Context: an optimization exercise on an open-source flow, tuned for small area. The choices shown serve that exercise and are no tape-out recipe. At most, simulation tests tie the RTL to the original design; equivalence was not proved. Function not checked in run 1: the RTL went through the layout flow alone. Power and IR drop assume default switching activity.

## flow/design.v (module list and top-level ports; edited modules follow where they fit)
// module IKAOPLL_srlatch: 14 lines
// module IKAOPLL_dlatch: 10 lines
// module IKAOPLL_sr: 26 lines
// module IKAOPLL_timinggen: 109 lines
// module IKAOPLL_reg: 313 lines
// module IKAOPLL_rw_synchronizer: 47 lines
// module IKAOPLL_d9reg: 21 lines
// module IKAOPLL_instrom: 226 lines
// module IKAOPLL_lfo: 72 lines
// module IKAOPLL_pg: 181 lines
// module IKAOPLL_eg: 293 lines
// module IKAOPLL_op: 182 lines
// module IKAOPLL_logsinrom: 45 lines
// module IKAOPLL_exprom: 45 lines
// module IKAOPLL_dac: 74 lines
// module IKAOPLL: 230 lines
// module opll_top: 49 lines
module opll_top (
    input   wire                i_CLK,
    input   wire                i_IC_n,
    input   wire                i_ALTPATCH_EN,
    input   wire                i_CS_n,
    input   wire                i_WR_n,
    input   wire                i_A0,
    input   wire        [7:0]   i_D,
    output  wire        [1:0]   o_D,
    output  wire                o_D_OE,
    output  wire                o_DAC_EN_MO,
    output  wire                o_DAC_EN_RO,
    output  wire                o_IMP_NOFLUC_SIGN,
    output  wire        [7:0]   o_IMP_NOFLUC_MAG,
    output  wire signed [9:0]   o_IMP_FLUC_SIGNED_MO,
    output  wire signed [9:0]   o_IMP_FLUC_SIGNED_RO,
    input   wire signed [4:0]   i_ACC_SIGNED_MOVOL,
    input   wire signed [4:0]   i_ACC_SIGNED_ROVOL,
    output  wire                o_ACC_SIGNED_STRB,
    output  wire signed [15:0]  o_ACC_SIGNED
);
  // ...
==> flow/run.sh <==
#!/bin/bash
# synth_recipe.tcl (not shown) runs the flow's synth.tcl, then flattens the netlist and writes it again
# the make line also repeats each setting of config.mk as NAME=value (left out here)
make -C /OpenROAD-flow-scripts/flow DESIGN_CONFIG=/design/flow/config.mk WORK_HOME=/design/flow/orfs CLKGATE_MAP_FILE= SYNTH_SCRIPT=/design/flow/synth_recipe.tcl finish
==> flow/config.mk <==
export PLATFORM = sky130hd
export DESIGN_NAME = opll_top
export DESIGN_NICKNAME = opll_top
export VERILOG_FILES = /design/flow/design.v
export SDC_FILE = /design/flow/constraint.sdc
export NUM_CORES = 4
export LEC_CHECK = 0
export ABC_AREA = 1
export CAP_MARGIN = 20
export CORE_MARGIN = 2
export CORE_UTILIZATION = 50
export CTS_CLUSTER_SIZE = 25
export SLEW_MARGIN = 20
==> flow/constraint.sdc <==
create_clock -name core_clock -period 9.0 [get_ports {i_CLK}]
set_input_delay 1.8000 -clock core_clock [delete_from_list [all_inputs] [get_ports {i_CLK}]]
set_output_delay 1.8000 -clock core_clock [all_outputs]
set_load 0.01 [all_outputs]
==> results by group, run 1 <==
Outcome
  • Outcome: complete, no violations

Worst setup path
  • Reg2reg end: u_IKAOPLL.u_OP.cyc19r_lswave_raw[10]$_DFFE_PN_
  • R2R Setup Slk: between 2 and 3 ns
  • CP Launch Point: u_IKAOPLL.u_TIMINGGEN.mcyccntr_lo[0]$_SDFFCE_PP0N_
  • Crit path top cell by count: inv_1

Floorplan
  • Io pins: 75

Global route
  • Met2 Use GR: 0.3447
  • Vias in the first global route: 41317
  • Met3 Track Usage GR: 0.03942

Detailed routing
  • Drt first pass iters: 6
  • Highest Signal Layer: met5
  • Initial drt markers: roughly 4000

Timing
  • Final setup viols: 0
  • Final worst path period need: roughly 6.4 ns
  • Fmax: between 0.15 and 0.2 GHz
  • Worst hold margin: 0.3167 ns

Worst hold path
  • Hold path cells: 0
  • Hold Path Sink: u_IKAOPLL.u_EG.att_ser[119]$_DFF_P_

Power and ir drop
  • Switching share of power: 0.3977
  • Sequential power: between 0.01 and 0.015 W

Synthesis
  • Seq cells post-synth: between 1500 and 2000
  • Syn_area_per_cell: between 10 and 15 µm²
  • Sequential element share of the synthesized area: 0.6003
  • Synth Area in Simple Gates: 0.1580

Placed design
  • Dpl ws: about 2.5 ns
  • GP Congestion: 0.9568

Cells and area
  • Multi-input combinational area share: 0.3102
  • Multi-input logic area: 22330 µm²
  • Multi-input combinational cell count: roughly 3800
  • Leading cell kind: registers
  • Layout Nets: between 6000 and 7000

Clock network
  • Htree depth: 4
  • Setup repair bufs after CTS: 0
==> module IKAOPLL_pg, before the edit <==
module IKAOPLL_pg #(parameter USE_PIPELINED_MULTIPLIER = 1) (
    input   wire            i_EMUCLK,  
    input   wire    [3:0]   i_DSEL,  
    input   wire            i_RST_n,
    input   wire            i_phi1_PCEN_n,  
    input   wire            i_phi1_NCEN_n,  
    input   wire            i_CYCLE_17, i_CYCLE_20, i_CYCLE_21,
    input   wire    [3:0]   i_TEST,
    input   wire            i_RHYTHM_EN,
    input   wire    [8:0]   i_FNUM,
    input   wire    [2:0]   i_BLOCK,
    input   wire            i_PM,
    input   wire    [2:0]   i_PMVAL,
    input   wire    [3:0]   i_MUL,
    input   wire            i_PG_PHASE_RST,
    output  wire    [9:0]   o_OP_PHASE
);
wire            emuclk = i_EMUCLK;
wire            phi1pcen_n = i_phi1_PCEN_n;
wire            phi1ncen_n = i_phi1_NCEN_n;
reg     [8:0]   cyc0r_fnum;
reg     [2:0]   cyc0r_block;
reg     [3:0]   cyc0r_mul;
reg             cyc0r_pm;
always @(posedge emuclk) if(!phi1ncen_n) begin
    cyc0r_fnum <= i_FNUM;
    cyc0r_block <= i_BLOCK;
    cyc0r_mul <= i_MUL;
    cyc0r_pm <= i_PM;
end
wire    [18:0]  cyc18r_phase_sr_out;
wire            cyc1c_pmamt_sign = i_PMVAL[2] & cyc0r_pm;
reg     [2:0]   cyc1c_pmamt_val;
always @(*) begin
    case(i_PMVAL[1:0] & {2{cyc0r_pm}})
        2'b00: cyc1c_pmamt_val = 3'b000                  ^ {3{cyc1c_pmamt_sign}};
        2'b01: cyc1c_pmamt_val = {1'b0, cyc0r_fnum[8:7]} ^ {3{cyc1c_pmamt_sign}};
        2'b10: cyc1c_pmamt_val = {cyc0r_fnum[8:6]}       ^ {3{cyc1c_pmamt_sign}};
        2'b11: cyc1c_pmamt_val = {1'b0, cyc0r_fnum[8:7]} ^ {3{cyc1c_pmamt_sign}};
    endcase
end
wire    [9:0]   debug_cyc1c_pmamt_full = {{7{cyc1c_pmamt_sign}}, cyc1c_pmamt_val} + cyc1c_pmamt_sign;
wire    [10:0]  cyc1c_phase_modded_val = {cyc0r_fnum, 1'b0} + {{7{cyc1c_pmamt_sign}}, cyc1c_pmamt_val} + cyc1c_pmamt_sign;
wire            cyc1c_phase_modded_msb = cyc1c_phase_modded_val[10] & ~cyc1c_pmamt_sign;
wire    [10:0]  cyc1c_phase_modded = {cyc1c_phase_modded_msb, cyc1c_phase_modded_val[9:0]}; 
reg     [13:0]  cyc1c_blockshifter0;
reg     [16:0]  cyc1c_blockshifter1;
always @(*) begin
    case(cyc0r_block[1:0])
        2'b00: cyc1c_blockshifter0 = {3'b000, cyc1c_phase_modded};
        2'b01: cyc1c_blockshifter0 = {2'b00, cyc1c_phase_modded, 1'b0};
        2'b10: cyc1c_blockshifter0 = {1'b0, cyc1c_phase_modded, 2'b00};
        2'b11: cyc1c_blockshifter0 = {cyc1c_phase_modded, 3'b000};
    endcase
    case(cyc0r_block[2])
        1'b0: cyc1c_blockshifter1 = {4'b0000, cyc1c_blockshifter0[13:1]};
        1'b1: cyc1c_blockshifter1 = {cyc1c_blockshifter0, 3'b000};
    endcase
end
reg     [3:0]   cyc1r_mul;
reg     [16:0]  cyc1r_phase_shifted;
always @(posedge emuclk) if(!phi1ncen_n) begin
    case(cyc0r_mul)
        4'h0: cyc1r_mul <= 4'd0;
        4'h1: cyc1r_mul <= 4'd1;
        4'h2: cyc1r_mul <= 4'd2;
        4'h3: cyc1r_mul <= 4'd3;
        4'h4: cyc1r_mul <= 4'd4;
        4'h5: cyc1r_mul <= 4'd5;
        4'h6: cyc1r_mul <= 4'd6;
        4'h7: cyc1r_mul <= 4'd7;
        4'h8: cyc1r_mul <= 4'd8;
        4'h9: cyc1r_mul <= 4'd9;
        4'hA: cyc1r_mul <= 4'd10;
        4'hB: cyc1r_mul <= 4'd10;
        4'hC: cyc1r_mul <= 4'd12;
        4'hD: cyc1r_mul <= 4'd12;
        4'hE: cyc1r_mul <= 4'd15;
        4'hF: cyc1r_mul <= 4'd15;
    endcase
    cyc1r_phase_shifted <= cyc1c_blockshifter1;
end
reg     [20:0]  cyc2r_phase_multiplied;  
always @(posedge emuclk) if(!phi1ncen_n) begin
    if(cyc1r_mul == 4'd0) cyc2r_phase_multiplied <= {5'b00000, cyc1r_phase_shifted[16:1]};
    else begin
        cyc2r_phase_multiplied <= cyc1r_phase_shifted * cyc1r_mul;
    end
end
wire    [19:0]  phase_out_ext = {1'b0, cyc18r_phase_sr_out};
wire    [4:0]   prev_dig_raw = ({5{i_DSEL[0]}} & phase_out_ext[4:0]) |
                               ({5{i_DSEL[1]}} & phase_out_ext[9:5]) |
                               ({5{i_DSEL[2]}} & phase_out_ext[14:10]) |
                               ({5{i_DSEL[3]}} & phase_out_ext[19:15]);
wire    [4:0]   prev_dig = (i_PG_PHASE_RST | i_TEST[2]) ? 5'd0 : prev_dig_raw;
reg     [39:0]  prev_ser;
always @(posedge emuclk) prev_ser <= {prev_ser[34:0], prev_dig};
wire    [4:0]   prev_ser_last = prev_ser[39:35];
wire    [19:0]  mul_ext = {1'b0, cyc2r_phase_multiplied[18:0]};
wire    [4:0]   mul_dig = ({5{i_DSEL[0]}} & mul_ext[4:0]) |
                          ({5{i_DSEL[1]}} & mul_ext[9:5]) |
                          ({5{i_DSEL[2]}} & mul_ext[14:10]) |
                          ({5{i_DSEL[3]}} & mul_ext[19:15]);
reg             sum_carry;
wire    [5:0]   sum_dig = mul_dig + prev_ser_last + (sum_carry & ~i_DSEL[0]);
always @(posedge emuclk) sum_carry <= sum_dig[5];
reg     [314:0] cur_ser;
always @(posedge emuclk) cur_ser <= {cur_ser[309:0], (i_RST_n ? sum_dig[4:0] : 5'd0)};
reg     [18:0]  cyc18r_phase_reg;
always @(posedge emuclk) if(!phi1ncen_n) cyc18r_phase_reg <= {cur_ser[59*5+:4], cur_ser[60*5+:5], cur_ser[61*5+:5], cur_ser[62*5+:5]};
assign  cyc18r_phase_sr_out = cyc18r_phase_reg;
wire            hh_phase_en = i_CYCLE_17 & i_RHYTHM_EN;
wire            sd_phase_en = i_CYCLE_20 & i_RHYTHM_EN;
wire            tc_phase_en = i_CYCLE_21 & i_RHYTHM_EN;
reg     [3:0]   hh_phase_z;
reg     [1:0]   tc_phase_z;
always @(posedge emuclk) if(!phi1pcen_n) begin
    if(i_CYCLE_17)  hh_phase_z <= {cyc18r_phase_sr_out[17:16], cyc18r_phase_sr_out[12:11]};
    if(!i_RST_n) tc_phase_z <= 2'b00;  
    else if(tc_phase_en) tc_phase_z <= {cyc18r_phase_sr_out[14], cyc18r_phase_sr_out[12]};
end
wire            hh_phase_z_d17 = hh_phase_z[3];
wire            hh_phase_z_d16 = hh_phase_z[2];
wire            hh_phase_z_d12 = hh_phase_z[1];
wire            hh_phase_z_d11 = hh_phase_z[0];
wire            tc_phase_z_d14 = tc_phase_z[1];
wire            tc_phase_z_d12 = tc_phase_z[0];
wire            scramble_phase = |{(hh_phase_z_d16 ^ hh_phase_z_d11),
                                   (hh_phase_z_d12 ^ tc_phase_z_d14),
                                   (tc_phase_z_d14 ^ tc_phase_z_d12)};
wire            noise_out;
wire            noise_inv = noise_out ^ scramble_phase;
reg     [9:0]   rhythm_phase;
always @(*) begin
    case({hh_phase_en, sd_phase_en, tc_phase_en})
        3'b100:  rhythm_phase = {scramble_phase, 1'b0, {2{noise_inv}}, ~noise_inv, 1'b1, 1'b0, ~noise_inv, 2'b00};  
        3'b010:  rhythm_phase = {hh_phase_z_d17, noise_out ^ hh_phase_z_d17, 8'b0000_0000};  
        3'b001:  rhythm_phase = {scramble_phase, 1'b1, 8'b0000_0000};
        default: rhythm_phase = 10'b00_0000_0000;
    endcase
end
wire            pgmem_out_en = ~((i_CYCLE_17 | i_CYCLE_20 | i_CYCLE_21) & i_RHYTHM_EN);
assign  o_OP_PHASE = rhythm_phase | (cyc18r_phase_sr_out[18:9] & {10{pgmem_out_en}});
reg     [22:0]  noise_lfsr;
wire            noise_lfsr_zero = noise_lfsr == 23'd0;
assign  noise_out = noise_lfsr[22];
always @(posedge emuclk) begin
    if(!i_RST_n) noise_lfsr <= 23'd0;  
    else begin if(!phi1ncen_n) begin
        noise_lfsr[0] <= (noise_lfsr[22] ^ noise_lfsr[8]) | noise_lfsr_zero | i_TEST[1];
        noise_lfsr[22:1] <= noise_lfsr[21:0];
    end end
end
reg     [4:0]   debug_cyccntr;
reg     [9:0]   debug_phasereg_static[0:17];
always @(posedge emuclk) if(!phi1ncen_n) begin
    if(i_CYCLE_21) debug_cyccntr <= 5'd0;
    else debug_cyccntr <= debug_cyccntr + 5'd1;
    case(debug_cyccntr)
        5'd0 : debug_phasereg_static[0]  <= o_OP_PHASE;  
        5'd3 : debug_phasereg_static[1]  <= o_OP_PHASE;  
        5'd1 : debug_phasereg_static[2]  <= o_OP_PHASE;  
        5'd4 : debug_phasereg_static[3]  <= o_OP_PHASE;  
        5'd2 : debug_phasereg_static[4]  <= o_OP_PHASE;  
        5'd5 : debug_phasereg_static[5]  <= o_OP_PHASE;  
        5'd6 : debug_phasereg_static[6]  <= o_OP_PHASE;  
        5'd9 : debug_phasereg_static[7]  <= o_OP_PHASE;  
        5'd7 : debug_phasereg_static[8]  <= o_OP_PHASE;  
        5'd10: debug_phasereg_static[9]  <= o_OP_PHASE;  
        5'd8 : debug_phasereg_static[10] <= o_OP_PHASE;  
        5'd11: debug_phasereg_static[11] <= o_OP_PHASE;  
        5'd12: debug_phasereg_static[12] <= o_OP_PHASE;  
        5'd15: debug_phasereg_static[13] <= o_OP_PHASE;  
        5'd13: debug_phasereg_static[14] <= o_OP_PHASE;  
        5'd16: debug_phasereg_static[15] <= o_OP_PHASE;  
        5'd14: debug_phasereg_static[16] <= o_OP_PHASE;  
        5'd17: debug_phasereg_static[17] <= o_OP_PHASE;  
        default: ;
    endcase
end
endmodule
==> module IKAOPLL_logsinrom, before the edit <==
module IKAOPLL_logsinrom (
    input   wire            i_EMUCLK,  
    input   wire            i_CEN_n,  
    input   wire    [4:0]   i_ADDR,
    output  reg     [45:0]  o_DATA
);
reg     [4:0]   addr_z;
always @(posedge i_EMUCLK) if(!i_CEN_n) addr_z <= i_ADDR;
always @(*) begin
    case(addr_z)
        5'd0 : o_DATA = 46'b11100111110100011101111_00110011001110101111010;
        5'd1 : o_DATA = 46'b10110101101100111101110_11000011100110000011010;
        5'd2 : o_DATA = 46'b10100101111101011000100_01011110001010100001010;
        5'd3 : o_DATA = 46'b10100001010111111111001_00101011100010010010011;
        5'd4 : o_DATA = 46'b10100001000110110110010_11110010001110010101001;
        5'd5 : o_DATA = 46'b01110101010110110010011_00100010000110100110010;
        5'd6 : o_DATA = 46'b01110101000110010011000_11010011100010000101001;
        5'd7 : o_DATA = 46'b01110001010101010101001_01000110000010010010001;
        5'd8 : o_DATA = 46'b01110001000001001011111_10111011101010010111011;
        5'd9 : o_DATA = 46'b01110001000000001011110_00101010101010101111001;
        5'd10: o_DATA = 46'b01001101110011001101101_10111110001010111110000;
        5'd11: o_DATA = 46'b01001101110010001100101_11100101010001100010111;
        5'd12: o_DATA = 46'b01001101100011000100110_11010111110110100011000;
        5'd13: o_DATA = 46'b01001101100010000010111_01000001010111011111011;
        5'd14: o_DATA = 46'b01001001110011000010110_11000001001011000011011;
        5'd15: o_DATA = 46'b01001001110001000100001_01110001101001011111110;
        5'd16: o_DATA = 46'b01001001110000000100000_11101000110101110010111;
        5'd17: o_DATA = 46'b01001000100101001010011_01111110110100101100100;
        5'd18: o_DATA = 46'b01001000100101001000010_01111000001111110100010;
        5'd19: o_DATA = 46'b01001000100100001000010_11100100000111001111011;
        5'd20: o_DATA = 46'b00011100010111001110001_11110100011001001110111;
        5'd21: o_DATA = 46'b00011100010111001100000_11011100100001010100111;
        5'd22: o_DATA = 46'b00011100010110001010001_11001100101011001101010;
        5'd23: o_DATA = 46'b00011100010110000000011_10010101110001101110111;
        5'd24: o_DATA = 46'b00011100000111000010010_10011101000101111001111;
        5'd25: o_DATA = 46'b00011100000101000110011_00001001011001110100101;
        5'd26: o_DATA = 46'b00011100000101000100011_00000001000101110100111;
        5'd27: o_DATA = 46'b00011100000100000110000_00011101010001110010110;
        5'd28: o_DATA = 46'b00011100000100000000001_10011001001001100100111;
        5'd29: o_DATA = 46'b00011000010101000010001_10000101011001100000110;
        5'd30: o_DATA = 46'b00011000010101000010000_00001001001001100010100;
        5'd31: o_DATA = 46'b00011000010001001000010_00010101010101000100101;
    endcase
end
endmodule
==> module IKAOPLL_exprom, before the edit <==
module IKAOPLL_exprom (
    input   wire            i_EMUCLK,  
    input   wire            i_CEN_n,  
    input   wire    [4:0]   i_ADDR,
    output  reg     [47:0]  o_DATA
);
reg     [4:0]   addr_z;
always @(posedge i_EMUCLK) if(!i_CEN_n) addr_z <= i_ADDR;
always @(*) begin
    case(addr_z)
        5'd0 : o_DATA = 48'b1001011100010110010001100_11000000011101010110000;
        5'd1 : o_DATA = 48'b1001011101010010001000010_11101001001000100000000;
        5'd2 : o_DATA = 48'b1001011101010010001001111_11001010011001110111011;
        5'd3 : o_DATA = 48'b1001011101110000010110000_11001010011101010110001;
        5'd4 : o_DATA = 48'b1001011101110100000110110_11100011001000110010000;
        5'd5 : o_DATA = 48'b1001011101110101001011001_11100001001001010011010;
        5'd6 : o_DATA = 48'b1001011101110101111000110_11000000011101110111000;
        5'd7 : o_DATA = 48'b1001011101110111110101001_11001000011000010101010;
        5'd8 : o_DATA = 48'b1011001100110011100100111_11001001011100010110001;
        5'd9 : o_DATA = 48'b1011001100110011111110010_11000010011001111110011;
        5'd10: o_DATA = 48'b1011101000100010111011101_11000010011101010110101;
        5'd11: o_DATA = 48'b1110100000000100100010011_11101011001000110010101;
        5'd12: o_DATA = 48'b1110100000001100000101100_11001011011100011110101;
        5'd13: o_DATA = 48'b1110100000001100011101011_11000000011011110110011;
        5'd14: o_DATA = 48'b1110100001001001001010100_11000000011111010110001;
        5'd15: o_DATA = 48'b1110100001001011000011010_11001001011010110110111;
        5'd16: o_DATA = 48'b1110100001001011010110101_11101001001110011010101;
        5'd17: o_DATA = 48'b1110100001001111101100000_11100110001001110010011;
        5'd18: o_DATA = 48'b1110100001001111101101111_11100110101101001010001;
        5'd19: o_DATA = 48'b1110100001111100110000001_11001111011001110111101;
        5'd20: o_DATA = 48'b1110100001111100110011110_11101111001110010011011;
        5'd21: o_DATA = 48'b1110110000111000101111001_11100110001110110010101;
        5'd22: o_DATA = 48'b1110110010110000011100110_11101110001010111010100;
        5'd23: o_DATA = 48'b1110110010110011010001101_11101000001101011011010;
        5'd24: o_DATA = 48'b1110110010110111001001011_11100001001001111011110;
        5'd25: o_DATA = 48'b1110110010110111011110100_11111001000011011000000;
        5'd26: o_DATA = 48'b1110111010010101010111011_11101000001111111011101;
        5'd27: o_DATA = 48'b1110111111000000100001100_11100100101000001011011;
        5'd28: o_DATA = 48'b1110111111000000111000011_11101100101000001010110;
        5'd29: o_DATA = 48'b1110111111000000111101101_11101101001110111011010;
        5'd30: o_DATA = 48'b1110111111000110100111110_11000001011100010110011;
        5'd31: o_DATA = 48'b1110111111000111111010001_11101000001000110011101;
    endcase
end
endmodule
==> run 2: changes to the inputs <==
--- a/flow/design.v
+++ b/flow/design.v
@@ -896,33 +896,12 @@
     endcase
 end
-reg     [3:0]   cyc1r_mul;
-reg     [16:0]  cyc1r_phase_shifted;
-always @(posedge emuclk) if(!phi1ncen_n) begin
+reg     [3:0]   cyc1c_mul;
+always @(*) begin
     case(cyc0r_mul)
-        4'h0: cyc1r_mul <= 4'd0;
-        4'h1: cyc1r_mul <= 4'd1;
-        4'h2: cyc1r_mul <= 4'd2;
-        4'h3: cyc1r_mul <= 4'd3;
-        4'h4: cyc1r_mul <= 4'd4;
-        4'h5: cyc1r_mul <= 4'd5;
-        4'h6: cyc1r_mul <= 4'd6;
-        4'h7: cyc1r_mul <= 4'd7;
-        4'h8: cyc1r_mul <= 4'd8;
-        4'h9: cyc1r_mul <= 4'd9;
-        4'hA: cyc1r_mul <= 4'd10;
-        4'hB: cyc1r_mul <= 4'd10;
-        4'hC: cyc1r_mul <= 4'd12;
-        4'hD: cyc1r_mul <= 4'd12;
-        4'hE: cyc1r_mul <= 4'd15;
-        4'hF: cyc1r_mul <= 4'd15;
+        4'hB: cyc1c_mul = 4'd10;
+        4'hD: cyc1c_mul = 4'd12;
+        4'hE: cyc1c_mul = 4'd15;
+        default: cyc1c_mul = cyc0r_mul;
     endcase
-    cyc1r_phase_shifted <= cyc1c_blockshifter1;
-end
-reg     [20:0]  cyc2r_phase_multiplied;  
-always @(posedge emuclk) if(!phi1ncen_n) begin
-    if(cyc1r_mul == 4'd0) cyc2r_phase_multiplied <= {5'b00000, cyc1r_phase_shifted[16:1]};
-    else begin
-        cyc2r_phase_multiplied <= cyc1r_phase_shifted * cyc1r_mul;
-    end
 end
 wire    [19:0]  phase_out_ext = {1'b0, cyc18r_phase_sr_out};
@@ -932,19 +911,22 @@
                                ({5{i_DSEL[3]}} & phase_out_ext[19:15]);
 wire    [4:0]   prev_dig = (i_PG_PHASE_RST | i_TEST[2]) ? 5'd0 : prev_dig_raw;
-reg     [39:0]  prev_ser;
-always @(posedge emuclk) prev_ser <= {prev_ser[34:0], prev_dig};
-wire    [4:0]   prev_ser_last = prev_ser[39:35];
-wire    [19:0]  mul_ext = {1'b0, cyc2r_phase_multiplied[18:0]};
-wire    [4:0]   mul_dig = ({5{i_DSEL[0]}} & mul_ext[4:0]) |
-                          ({5{i_DSEL[1]}} & mul_ext[9:5]) |
-                          ({5{i_DSEL[2]}} & mul_ext[14:10]) |
-                          ({5{i_DSEL[3]}} & mul_ext[19:15]);
+wire            mul_zero = cyc1c_mul == 4'd0;
+wire    [19:0]  mul_x = mul_zero ? {4'b0000, cyc1c_blockshifter1[16:1]} : {3'b000, cyc1c_blockshifter1};
+wire    [3:0]   mul_m = mul_zero ? 4'd1 : cyc1c_mul;
+wire    [4:0]   mul_x_dig = ({5{i_DSEL[0]}} & mul_x[4:0]) |
+                            ({5{i_DSEL[1]}} & mul_x[9:5]) |
+                            ({5{i_DSEL[2]}} & mul_x[14:10]) |
+                            ({5{i_DSEL[3]}} & mul_x[19:15]);
+reg     [3:0]   mul_carry;
+wire    [8:0]   mul_prod = mul_x_dig * mul_m + (mul_carry & {4{~i_DSEL[0]}});
+always @(posedge emuclk) mul_carry <= mul_prod[8:5];
+wire    [4:0]   mul_dig = {mul_prod[4] & ~i_DSEL[3], mul_prod[3:0]};  
 reg             sum_carry;
-wire    [5:0]   sum_dig = mul_dig + prev_ser_last + (sum_carry & ~i_DSEL[0]);
+wire    [5:0]   sum_dig = mul_dig + prev_dig + (sum_carry & ~i_DSEL[0]);
 always @(posedge emuclk) sum_carry <= sum_dig[5];
-reg     [314:0] cur_ser;
-always @(posedge emuclk) cur_ser <= {cur_ser[309:0], (i_RST_n ? sum_dig[4:0] : 5'd0)};
+reg     [354:0] cur_ser;
+always @(posedge emuclk) cur_ser <= {cur_ser[349:0], (i_RST_n ? sum_dig[4:0] : 5'd0)};
 reg     [18:0]  cyc18r_phase_reg;
-always @(posedge emuclk) if(!phi1ncen_n) cyc18r_phase_reg <= {cur_ser[59*5+:4], cur_ser[60*5+:5], cur_ser[61*5+:5], cur_ser[62*5+:5]};
+always @(posedge emuclk) if(!phi1ncen_n) cyc18r_phase_reg <= {cur_ser[67*5+:4], cur_ser[68*5+:5], cur_ser[69*5+:5], cur_ser[70*5+:5]};
 assign  cyc18r_phase_sr_out = cyc18r_phase_reg;
 wire            hh_phase_en = i_CYCLE_17 & i_RHYTHM_EN;
@@ -1501,40 +1483,37 @@
 reg     [4:0]   addr_z;
 always @(posedge i_EMUCLK) if(!i_CEN_n) addr_z <= i_ADDR;
-always @(*) begin
-    case(addr_z)
-        5'd0 : o_DATA = 46'b11100111110100011101111_00110011001110101111010;
-        5'd1 : o_DATA = 46'b10110101101100111101110_11000011100110000011010;
-        5'd2 : o_DATA = 46'b10100101111101011000100_01011110001010100001010;
-        5'd3 : o_DATA = 46'b10100001010111111111001_00101011100010010010011;
-        5'd4 : o_DATA = 46'b10100001000110110110010_11110010001110010101001;
-        5'd5 : o_DATA = 46'b01110101010110110010011_00100010000110100110010;
-        5'd6 : o_DATA = 46'b01110101000110010011000_11010011100010000101001;
-        5'd7 : o_DATA = 46'b01110001010101010101001_01000110000010010010001;
-        5'd8 : o_DATA = 46'b01110001000001001011111_10111011101010010111011;
-        5'd9 : o_DATA = 46'b01110001000000001011110_00101010101010101111001;
-        5'd10: o_DATA = 46'b01001101110011001101101_10111110001010111110000;
-        5'd11: o_DATA = 46'b01001101110010001100101_11100101010001100010111;
-        5'd12: o_DATA = 46'b01001101100011000100110_11010111110110100011000;
-        5'd13: o_DATA = 46'b01001101100010000010111_01000001010111011111011;
-        5'd14: o_DATA = 46'b01001001110011000010110_11000001001011000011011;
-        5'd15: o_DATA = 46'b01001001110001000100001_01110001101001011111110;
-        5'd16: o_DATA = 46'b01001001110000000100000_11101000110101110010111;
-        5'd17: o_DATA = 46'b01001000100101001010011_01111110110100101100100;
-        5'd18: o_DATA = 46'b01001000100101001000010_01111000001111110100010;
-        5'd19: o_DATA = 46'b01001000100100001000010_11100100000111001111011;
-        5'd20: o_DATA = 46'b00011100010111001110001_11110100011001001110111;
-        5'd21: o_DATA = 46'b00011100010111001100000_11011100100001010100111;
-        5'd22: o_DATA = 46'b00011100010110001010001_11001100101011001101010;
-        5'd23: o_DATA = 46'b00011100010110000000011_10010101110001101110111;
-        5'd24: o_DATA = 46'b00011100000111000010010_10011101000101111001111;
-        5'd25: o_DATA = 46'b00011100000101000110011_00001001011001110100101;
-        5'd26: o_DATA = 46'b00011100000101000100011_00000001000101110100111;
-        5'd27: o_DATA = 46'b00011100000100000110000_00011101010001110010110;
-        5'd28: o_DATA = 46'b00011100000100000000001_10011001001001100100111;
-        5'd29: o_DATA = 46'b00011000010101000010001_10000101011001100000110;
-        5'd30: o_DATA = 46'b00011000010101000010000_00001001001001100010100;
-        5'd31: o_DATA = 46'b00011000010001001000010_00010101010101000100101;
-    endcase
-end
+always @(*) o_DATA =
+    ({46{addr_z == 5'd0}} & 46'b11100111110100011101111_00110011001110101111010) |
+    ({46{addr_z == 5'd1}} & 46'b10110101101100111101110_11000011100110000011010) |
+    ({46{addr_z == 5'd2}} & 46'b10100101111101011000100_01011110001010100001010) |
+    ({46{addr_z == 5'd3}} & 46'b10100001010111111111001_00101011100010010010011) |
+    ({46{addr_z == 5'd4}} & 46'b10100001000110110110010_11110010001110010101001) |
+    ({46{addr_z == 5'd5}} & 46'b01110101010110110010011_00100010000110100110010) |
+    ({46{addr_z == 5'd6}} & 46'b01110101000110010011000_11010011100010000101001) |
+    ({46{addr_z == 5'd7}} & 46'b01110001010101010101001_01000110000010010010001) |
+    ({46{addr_z == 5'd8}} & 46'b01110001000001001011111_10111011101010010111011) |
+    ({46{addr_z == 5'd9}} & 46'b01110001000000001011110_00101010101010101111001) |
+    ({46{addr_z == 5'd10}} & 46'b01001101110011001101101_10111110001010111110000) |
+    ({46{addr_z == 5'd11}} & 46'b01001101110010001100101_11100101010001100010111) |
+    ({46{addr_z == 5'd12}} & 46'b01001101100011000100110_11010111110110100011000) |
+    ({46{addr_z == 5'd13}} & 46'b01001101100010000010111_01000001010111011111011) |
+    ({46{addr_z == 5'd14}} & 46'b01001001110011000010110_11000001001011000011011) |
+    ({46{addr_z == 5'd15}} & 46'b01001001110001000100001_01110001101001011111110) |
+    ({46{addr_z == 5'd16}} & 46'b01001001110000000100000_11101000110101110010111) |
+    ({46{addr_z == 5'd17}} & 46'b01001000100101001010011_01111110110100101100100) |
+    ({46{addr_z == 5'd18}} & 46'b01001000100101001000010_01111000001111110100010) |
+    ({46{addr_z == 5'd19}} & 46'b01001000100100001000010_11100100000111001111011) |
+    ({46{addr_z == 5'd20}} & 46'b00011100010111001110001_11110100011001001110111) |
+    ({46{addr_z == 5'd21}} & 46'b00011100010111001100000_11011100100001010100111) |
+    ({46{addr_z == 5'd22}} & 46'b00011100010110001010001_11001100101011001101010) |
+    ({46{addr_z == 5'd23}} & 46'b00011100010110000000011_10010101110001101110111) |
+    ({46{addr_z == 5'd24}} & 46'b00011100000111000010010_10011101000101111001111) |
+    ({46{addr_z == 5'd25}} & 46'b00011100000101000110011_00001001011001110100101) |
+    ({46{addr_z == 5'd26}} & 46'b00011100000101000100011_00000001000101110100111) |
+    ({46{addr_z == 5'd27}} & 46'b00011100000100000110000_00011101010001110010110) |
+    ({46{addr_z == 5'd28}} & 46'b00011100000100000000001_10011001001001100100111) |
+    ({46{addr_z == 5'd29}} & 46'b00011000010101000010001_10000101011001100000110) |
+    ({46{addr_z == 5'd30}} & 46'b00011000010101000010000_00001001001001100010100) |
+    ({46{addr_z == 5'd31}} & 46'b00011000010001001000010_00010101010101000100101);
 endmodule
 module IKAOPLL_exprom (
@@ -1546,40 +1525,37 @@
 reg     [4:0]   addr_z;
 always @(posedge i_EMUCLK) if(!i_CEN_n) addr_z <= i_ADDR;
-always @(*) begin
-    case(addr_z)
-        5'd0 : o_DATA = 48'b1001011100010110010001100_11000000011101010110000;
-        5'd1 : o_DATA = 48'b1001011101010010001000010_11101001001000100000000;
-        5'd2 : o_DATA = 48'b1001011101010010001001111_11001010011001110111011;
-        5'd3 : o_DATA = 48'b1001011101110000010110000_11001010011101010110001;
-        5'd4 : o_DATA = 48'b1001011101110100000110110_11100011001000110010000;
-        5'd5 : o_DATA = 48'b1001011101110101001011001_11100001001001010011010;
-        5'd6 : o_DATA = 48'b1001011101110101111000110_11000000011101110111000;
-        5'd7 : o_DATA = 48'b1001011101110111110101001_11001000011000010101010;
-        5'd8 : o_DATA = 48'b1011001100110011100100111_11001001011100010110001;
-        5'd9 : o_DATA = 48'b1011001100110011111110010_11000010011001111110011;
-        5'd10: o_DATA = 48'b1011101000100010111011101_11000010011101010110101;
-        5'd11: o_DATA = 48'b1110100000000100100010011_11101011001000110010101;
-        5'd12: o_DATA = 48'b1110100000001100000101100_11001011011100011110101;
-        5'd13: o_DATA = 48'b1110100000001100011101011_11000000011011110110011;
-        5'd14: o_DATA = 48'b1110100001001001001010100_11000000011111010110001;
-        5'd15: o_DATA = 48'b1110100001001011000011010_11001001011010110110111;
-        5'd16: o_DATA = 48'b1110100001001011010110101_11101001001110011010101;
-        5'd17: o_DATA = 48'b1110100001001111101100000_11100110001001110010011;
-        5'd18: o_DATA = 48'b1110100001001111101101111_11100110101101001010001;
-        5'd19: o_DATA = 48'b1110100001111100110000001_11001111011001110111101;
-        5'd20: o_DATA = 48'b1110100001111100110011110_11101111001110010011011;
-        5'd21: o_DATA = 48'b1110110000111000101111001_11100110001110110010101;
-        5'd22: o_DATA = 48'b1110110010110000011100110_11101110001010111010100;
-        5'd23: o_DATA = 48'b1110110010110011010001101_11101000001101011011010;
-        5'd24: o_DATA = 48'b1110110010110111001001011_11100001001001111011110;
-        5'd25: o_DATA = 48'b1110110010110111011110100_11111001000011011000000;
-        5'd26: o_DATA = 48'b1110111010010101010111011_11101000001111111011101;
-        5'd27: o_DATA = 48'b1110111111000000100001100_11100100101000001011011;
-        5'd28: o_DATA = 48'b1110111111000000111000011_11101100101000001010110;
-        5'd29: o_DATA = 48'b1110111111000000111101101_11101101001110111011010;
-        5'd30: o_DATA = 48'b1110111111000110100111110_11000001011100010110011;
-        5'd31: o_DATA = 48'b1110111111000111111010001_11101000001000110011101;
-    endcase
-end
+always @(*) o_DATA =
+    ({48{addr_z == 5'd0}} & 48'b1001011100010110010001100_11000000011101010110000) |
+    ({48{addr_z == 5'd1}} & 48'b1001011101010010001000010_11101001001000100000000) |
+    ({48{addr_z == 5'd2}} & 48'b1001011101010010001001111_11001010011001110111011) |
+    ({48{addr_z == 5'd3}} & 48'b1001011101110000010110000_11001010011101010110001) |
+    ({48{addr_z == 5'd4}} & 48'b1001011101110100000110110_11100011001000110010000) |
+    ({48{addr_z == 5'd5}} & 48'b1001011101110101001011001_11100001001001010011010) |
+    ({48{addr_z == 5'd6}} & 48'b1001011101110101111000110_11000000011101110111000) |
+    ({48{addr_z == 5'd7}} & 48'b1001011101110111110101001_11001000011000010101010) |
+    ({48{addr_z == 5'd8}} & 48'b1011001100110011100100111_11001001011100010110001) |
+    ({48{addr_z == 5'd9}} & 48'b1011001100110011111110010_11000010011001111110011) |
+    ({48{addr_z == 5'd10}} & 48'b1011101000100010111011101_11000010011101010110101) |
+    ({48{addr_z == 5'd11}} & 48'b1110100000000100100010011_11101011001000110010101) |
+    ({48{addr_z == 5'd12}} & 48'b1110100000001100000101100_11001011011100011110101) |
+    ({48{addr_z == 5'd13}} & 48'b1110100000001100011101011_11000000011011110110011) |
+    ({48{addr_z == 5'd14}} & 48'b1110100001001001001010100_11000000011111010110001) |
+    ({48{addr_z == 5'd15}} & 48'b1110100001001011000011010_11001001011010110110111) |
+    ({48{addr_z == 5'd16}} & 48'b1110100001001011010110101_11101001001110011010101) |
+    ({48{addr_z == 5'd17}} & 48'b1110100001001111101100000_11100110001001110010011) |
+    ({48{addr_z == 5'd18}} & 48'b1110100001001111101101111_11100110101101001010001) |
+    ({48{addr_z == 5'd19}} & 48'b1110100001111100110000001_11001111011001110111101) |
+    ({48{addr_z == 5'd20}} & 48'b1110100001111100110011110_11101111001110010011011) |
+    ({48{addr_z == 5'd21}} & 48'b1110110000111000101111001_11100110001110110010101) |
+    ({48{addr_z == 5'd22}} & 48'b1110110010110000011100110_11101110001010111010100) |
+    ({48{addr_z == 5'd23}} & 48'b1110110010110011010001101_11101000001101011011010) |
+    ({48{addr_z == 5'd24}} & 48'b1110110010110111001001011_11100001001001111011110) |
+    ({48{addr_z == 5'd25}} & 48'b1110110010110111011110100_11111001000011011000000) |
+    ({48{addr_z == 5'd26}} & 48'b1110111010010101010111011_11101000001111111011101) |
+    ({48{addr_z == 5'd27}} & 48'b1110111111000000100001100_11100100101000001011011) |
+    ({48{addr_z == 5'd28}} & 48'b1110111111000000111000011_11101100101000001010110) |
+    ({48{addr_z == 5'd29}} & 48'b1110111111000000111101101_11101101001110111011010) |
+    ({48{addr_z == 5'd30}} & 48'b1110111111000110100111110_11000001011100010110011) |
+    ({48{addr_z == 5'd31}} & 48'b1110111111000111111010001_11101000001000110011101);
 endmodule
 module IKAOPLL_dac (
--- a/flow/config.mk
+++ b/flow/config.mk
@@ -10,4 +10,5 @@
 export CORE_MARGIN = 2
 export CORE_UTILIZATION = 50
-export CTS_CLUSTER_SIZE = 25
+export CTS_CLUSTER_DIAMETER = 100
+export CTS_CLUSTER_SIZE = 24
 export SLEW_MARGIN = 20
==> results by group, run 2 <==
Clock network
  • Post-CTS resize count: 0
  • Clock transition at the registers of the reported paths: ~0.09 ns
  • CTS root buf: clkbuf_16
  • Max clock buf depth: 3
  • CTS tree: done
  • Setup repair bufs after CTS: 0 (unchanged)
  • Total CTS buffers: approximately 80
  • Worst-skew pair later-pin latency: between 0.7 and 0.8 ns
  • Cts-stage hold buffer count: 0
  • Clock sinks: 1542
  • Htree depth: 3 (-1)

Floorplan
  • Core Box Area: roughly 120000 µm²
  • Starting Density: 0.5022
  • Io pins: 75 (unchanged)
  • Die area: 120900 µm²
  • Die height: 347.7 µm
  • # rows: ~130
  • Die width: 347.7 µm

Synthesis
  • Sequential element share of the synthesized area: 0.6015 (+0.001180)
  • Syn_area_per_cell: 10.06 µm² (-0.22%)
  • Share of the synthesized area in the top cell type: 0.3651
  • Mux cell area share after synthesis: 0
  • Post-synthesis xor/xnor area fraction: 0.01587
  • Yosys cell types: 60
  • Compound-gate portion of the synthesized area: 0.09061
  • Largest family of logic cells by synthesized area: simple AND/OR/NAND/NOR gates
  • Cells after Synth: approximately 5900
  • Mapped Nets: between 6000 and 7000
  • Yosys top cell by area: dfxtp_1
  • Mapped Area: between 50000 and 60000 µm²
  • Async S/R FF share, synth: 0
  • Post-synthesis adder-cell area fraction: 0.08707
  • Synth Area in Simple Gates: 0.1516 (-0.006431)
  • Post-synth top flop: dfxtp_1
  • Most used standard cell by instance count after synthesis: dfxtp_1
  • Yosys warns: 26
  • Synth top cells by count: dfxtp_1, nand2_1, inv_1, edfxtp_1, nor2_1
  • EDFF count, synth: 465
  • Ranking of synthesized cells by area: dfxtp_1, edfxtp_1, nand2_1, ha_1, fa_1
  • Seq cells post-synth: 1542 (-7.6%)

Cells and area
  • Commonest cells after routing, fill and taps aside: dfxtp_1, nand2_1, inv_1, edfxtp_1, nor2_1
  • # diodes: 0
  • Layout Nets: 6270 (-8.6%)
  • Share of cells above drive strength 1: 0.03325
  • Most common cell after layout, fill and taps aside: dfxtp_1
  • Fillers: ~11000
  • P&R area growth vs syn: 8.231%
  • Biggest regs: u_IKAOPLL.u_PG.cur_ser x355, u_IKAOPLL.u_REG.d9_ser x216, u_IKAOPLL.u_EG.att_ser x142
  • Largest Register: u_IKAOPLL.u_PG.cur_ser
  • Post-layout util: 0.5435
  • Max reg flops: approximately 360

Timing
  • Final hold viol count: 0
  • Setup_tns: 0 ns
  • Final slew viol count: 0
  • Slew headroom: 0.2680
  • Unrepaired setup endpoints after global routing: no
  • Pin slew with the least headroom to its limit: ~1.1 ns
  • Final worst path period need: 7.150 ns (+0.7034 ns)
  • Fmax: 0.1399 GHz (-9.8%)
  • Tcrit/Tclk final: 0.7944
  • Final setup viols: 0 (unchanged)
  • Skew final: around 0.058 ns

Worst setup path
  • Critical path data arrival time: around 7.6 ns
  • Critical path peak fanout: 12
  • Crit-path max cell delay: roughly 0.73 ns
  • Crit path launch type: flip-flop
  • WS Path Type: flip-flop to flip-flop
  • Worst reg2reg startpoint: u_IKAOPLL.u_TIMINGGEN.mcyccntr_lo[1]$_SDFFCE_PP0N_
  • Critical Path RT: ~9.4 ns
  • Reg2reg end: u_IKAOPLL.u_OP.cyc19r_lswave_raw[10]$_DFFE_PN_
  • R2R Setup Slk: 1.85 ns (-0.70 ns)
  • Crit path top cell by count: nand2_1
  • Slowest cell on crit path: xor2_1
  • Crit end category: flip-flop
  • R2R cell count: 36

Detailed routing
  • Post-DR wirelength/cell: 19.39 µm
  • Initial drt markers: 3436 (-13%)
  • Total Routed Length: 145.3 mm
  • DRC errors left: 0
  • Vias/cell: around 5.4
  • Drt first pass iters: 6 (unchanged)
  • Post-DRT Antenna Nets: 0
  • Vias: about 40000

Power and ir drop
  • P per Cell Area: about 420 nW/µm²
  • Leakage power: ~28 nW
  • Peak supply drop: 0.3655 mV

Global route
  • Vias in the first global route: 39275 (-4.9%)
  • Largest net degree at the start of global routing: ~180
  • Initial antenna violation count: 1
  • GRT Util Overall: 0.2413
  • GR Overflow Total: 0
  • First-pass GRT wire length: 226.7 mm

Placed design
  • PortBufs: 74
  • GP Congestion: 1.013 (+5.9%)
  • DP HPWL: ~110 mm

Outcome
  • Outcome: complete, no violations

Worst hold path
  • Hold path cells: 0 (unchanged)
  • HP Class: flip-flop to flip-flop
  • Hold Path Sink: u_IKAOPLL.u_REG.d9_ser[78]$_DFF_P_
  • Hold Path Origin: u_IKAOPLL.u_REG.d9_ser[72]$_DFF_P_

Flow run
  • Max cap viols: 0
## run 2: cells by family after synthesis
kind of cell	Yosys count
xor gates and xnor gates	107
DFF	1542
adders and majority gates	336
buffers and inverters	825
and+or+nand+nor	2108
AOI/OAI and AO/OA	950
## run 2: worst max path at each step
stage	end	cells after the start	slack (ns)	from
after floorplan	u_IKAOPLL.u_PG.noise_lfsr[18]$_SDFFE_PN0N_	6	0.02	u_IKAOPLL.u_TIMINGGEN.phisr[3]$_SDFF_PP1_
after global placement	u_IKAOPLL.u_PG.cur_ser[4]$_SDFF_PN0_	35	2.01	u_IKAOPLL.u_PG.cyc0r_pm$_DFFE_PN_
after detailed placement	u_IKAOPLL.u_PG.cur_ser[4]$_SDFF_PN0_	35	1.91	u_IKAOPLL.u_PG.cyc0r_pm$_DFFE_PN_
after CTS	u_IKAOPLL.u_PG.cur_ser[4]$_SDFF_PN0_	35	1.83	u_IKAOPLL.u_PG.cyc0r_pm$_DFFE_PN_
after global routing	u_IKAOPLL.u_PG.cur_ser[4]$_SDFF_PN0_	35	1.04	u_IKAOPLL.u_PG.cyc0r_pm$_DFFE_PN_
final	u_IKAOPLL.u_OP.cyc19r_lswave_raw[10]$_DFFE_PN_	36	1.85	u_IKAOPLL.u_TIMINGGEN.mcyccntr_lo[1]$_SDFFCE_PP0N_
## run 2: layer usage
metal / global-route usage / up-vias / routed length [µm]
met5: 0 / - / 0
met4: 0.09833 / 0 / 5942
met3: 0.02672 / 294 / 7553
met2: 0.3943 / 1286 / 67140
met1: 0.3290 / 18955 / 64630
li1: - / 19589 / -
## run 2: area by class of cell
| cell class | instances | area [µm²] | area share |
|---|---|---|---|
| Clock inverter | 16 | 356.6 | 0.005579 |
| Multi-Input combinational cell | 3501 | 20430 | 0.3196 |
| Clock buffer | 109 | 2111 | 0.03302 |
| Sequential cell | 1542 | 35530 | 0.5558 |
| Tap cell | 1536 | 1922 | 0.03007 |
| Timing Repair Buffer | 112 | 1036 | 0.01621 |
| Inverter | 674 | 2537 | 0.03970 |
## run 2: worst max-delay path: cells and delay by family (launching register included)
kind                     cells  cell delay, ns
AND/OR/NAND/NOR             19            2.57
AO/OA/AOI/OAI                5            1.13
adder cells (fa/ha/maj)      4            1.08
buffers and inverters        7            0.91
XOR/XNOR                     1            0.73
flip-flops                   1            0.44
## run 2: stage by stage
step | instances | cell area (µm²) | setup WS [ns] | hold WS (ns) | total power, W
after floorplan | 5868 | 59070 | 0.02275 | 0.3096 | 0.01906
after global routing | 7490 | 63920 | 1.037 | 0.3119 | 0.02908
after CTS | 7489 | 63910 | 1.835 | 0.3053 | 0.02684
after detailed placement | 7364 | 61450 | 1.907 | 0.3121 | 0.02277
after global placement | 7364 | 61450 | 2.007 | 0.3096 | 0.02281
final | 7490 | 63920 | 1.850 | 0.2962 | 0.02678
## run 2: where the power goes
group          leakage [nW]  switching, W  internal (W)  total [W]
Clock                  1.17       0.00223       0.00175    0.00398
Combinational          13.1       0.00804       0.00437     0.0124
Sequential             13.5      0.000917       0.00948     0.0104

## re-timing with driven ports
Ports are ideal in the flow. The routed layouts listed here were re-timed in OpenROAD.
Step 1 assumes that a clkbuf_16 drives the clock port and a buf_2 every other input.
Step 2 adds t to the input delays and takes it off the output delays; t is the mean of the earliest and latest rising clock arrival at the registers after step 1. Input paths then give back, and output paths get back, about the clock's delay inside the block.
a / b / c = no drivers / after step 1 / after step 2; a / b = the first two.
| run | t, ns | setup slack, ns | worst setup path at the end | latest minus earliest clock arrival (ns) | slew at the worst register clock pin (ns) |
|---|---|---|---|---|---|
| run 1 | 0.854 | 2.554 / 2.554 / 2.501 | input to register | 0.050 / 0.050 | 0.07 / 0.07 |
| run 2 | 0.766 | 1.850 / 1.850 / 1.850 | register to register | 0.063 / 0.063 | 0.11 / 0.11 |
After both steps setup and hold are still met in every run listed. The setup slack of run 1, which loses most, moves by 0.000 ns with the drivers and by -0.053 ns with both steps.
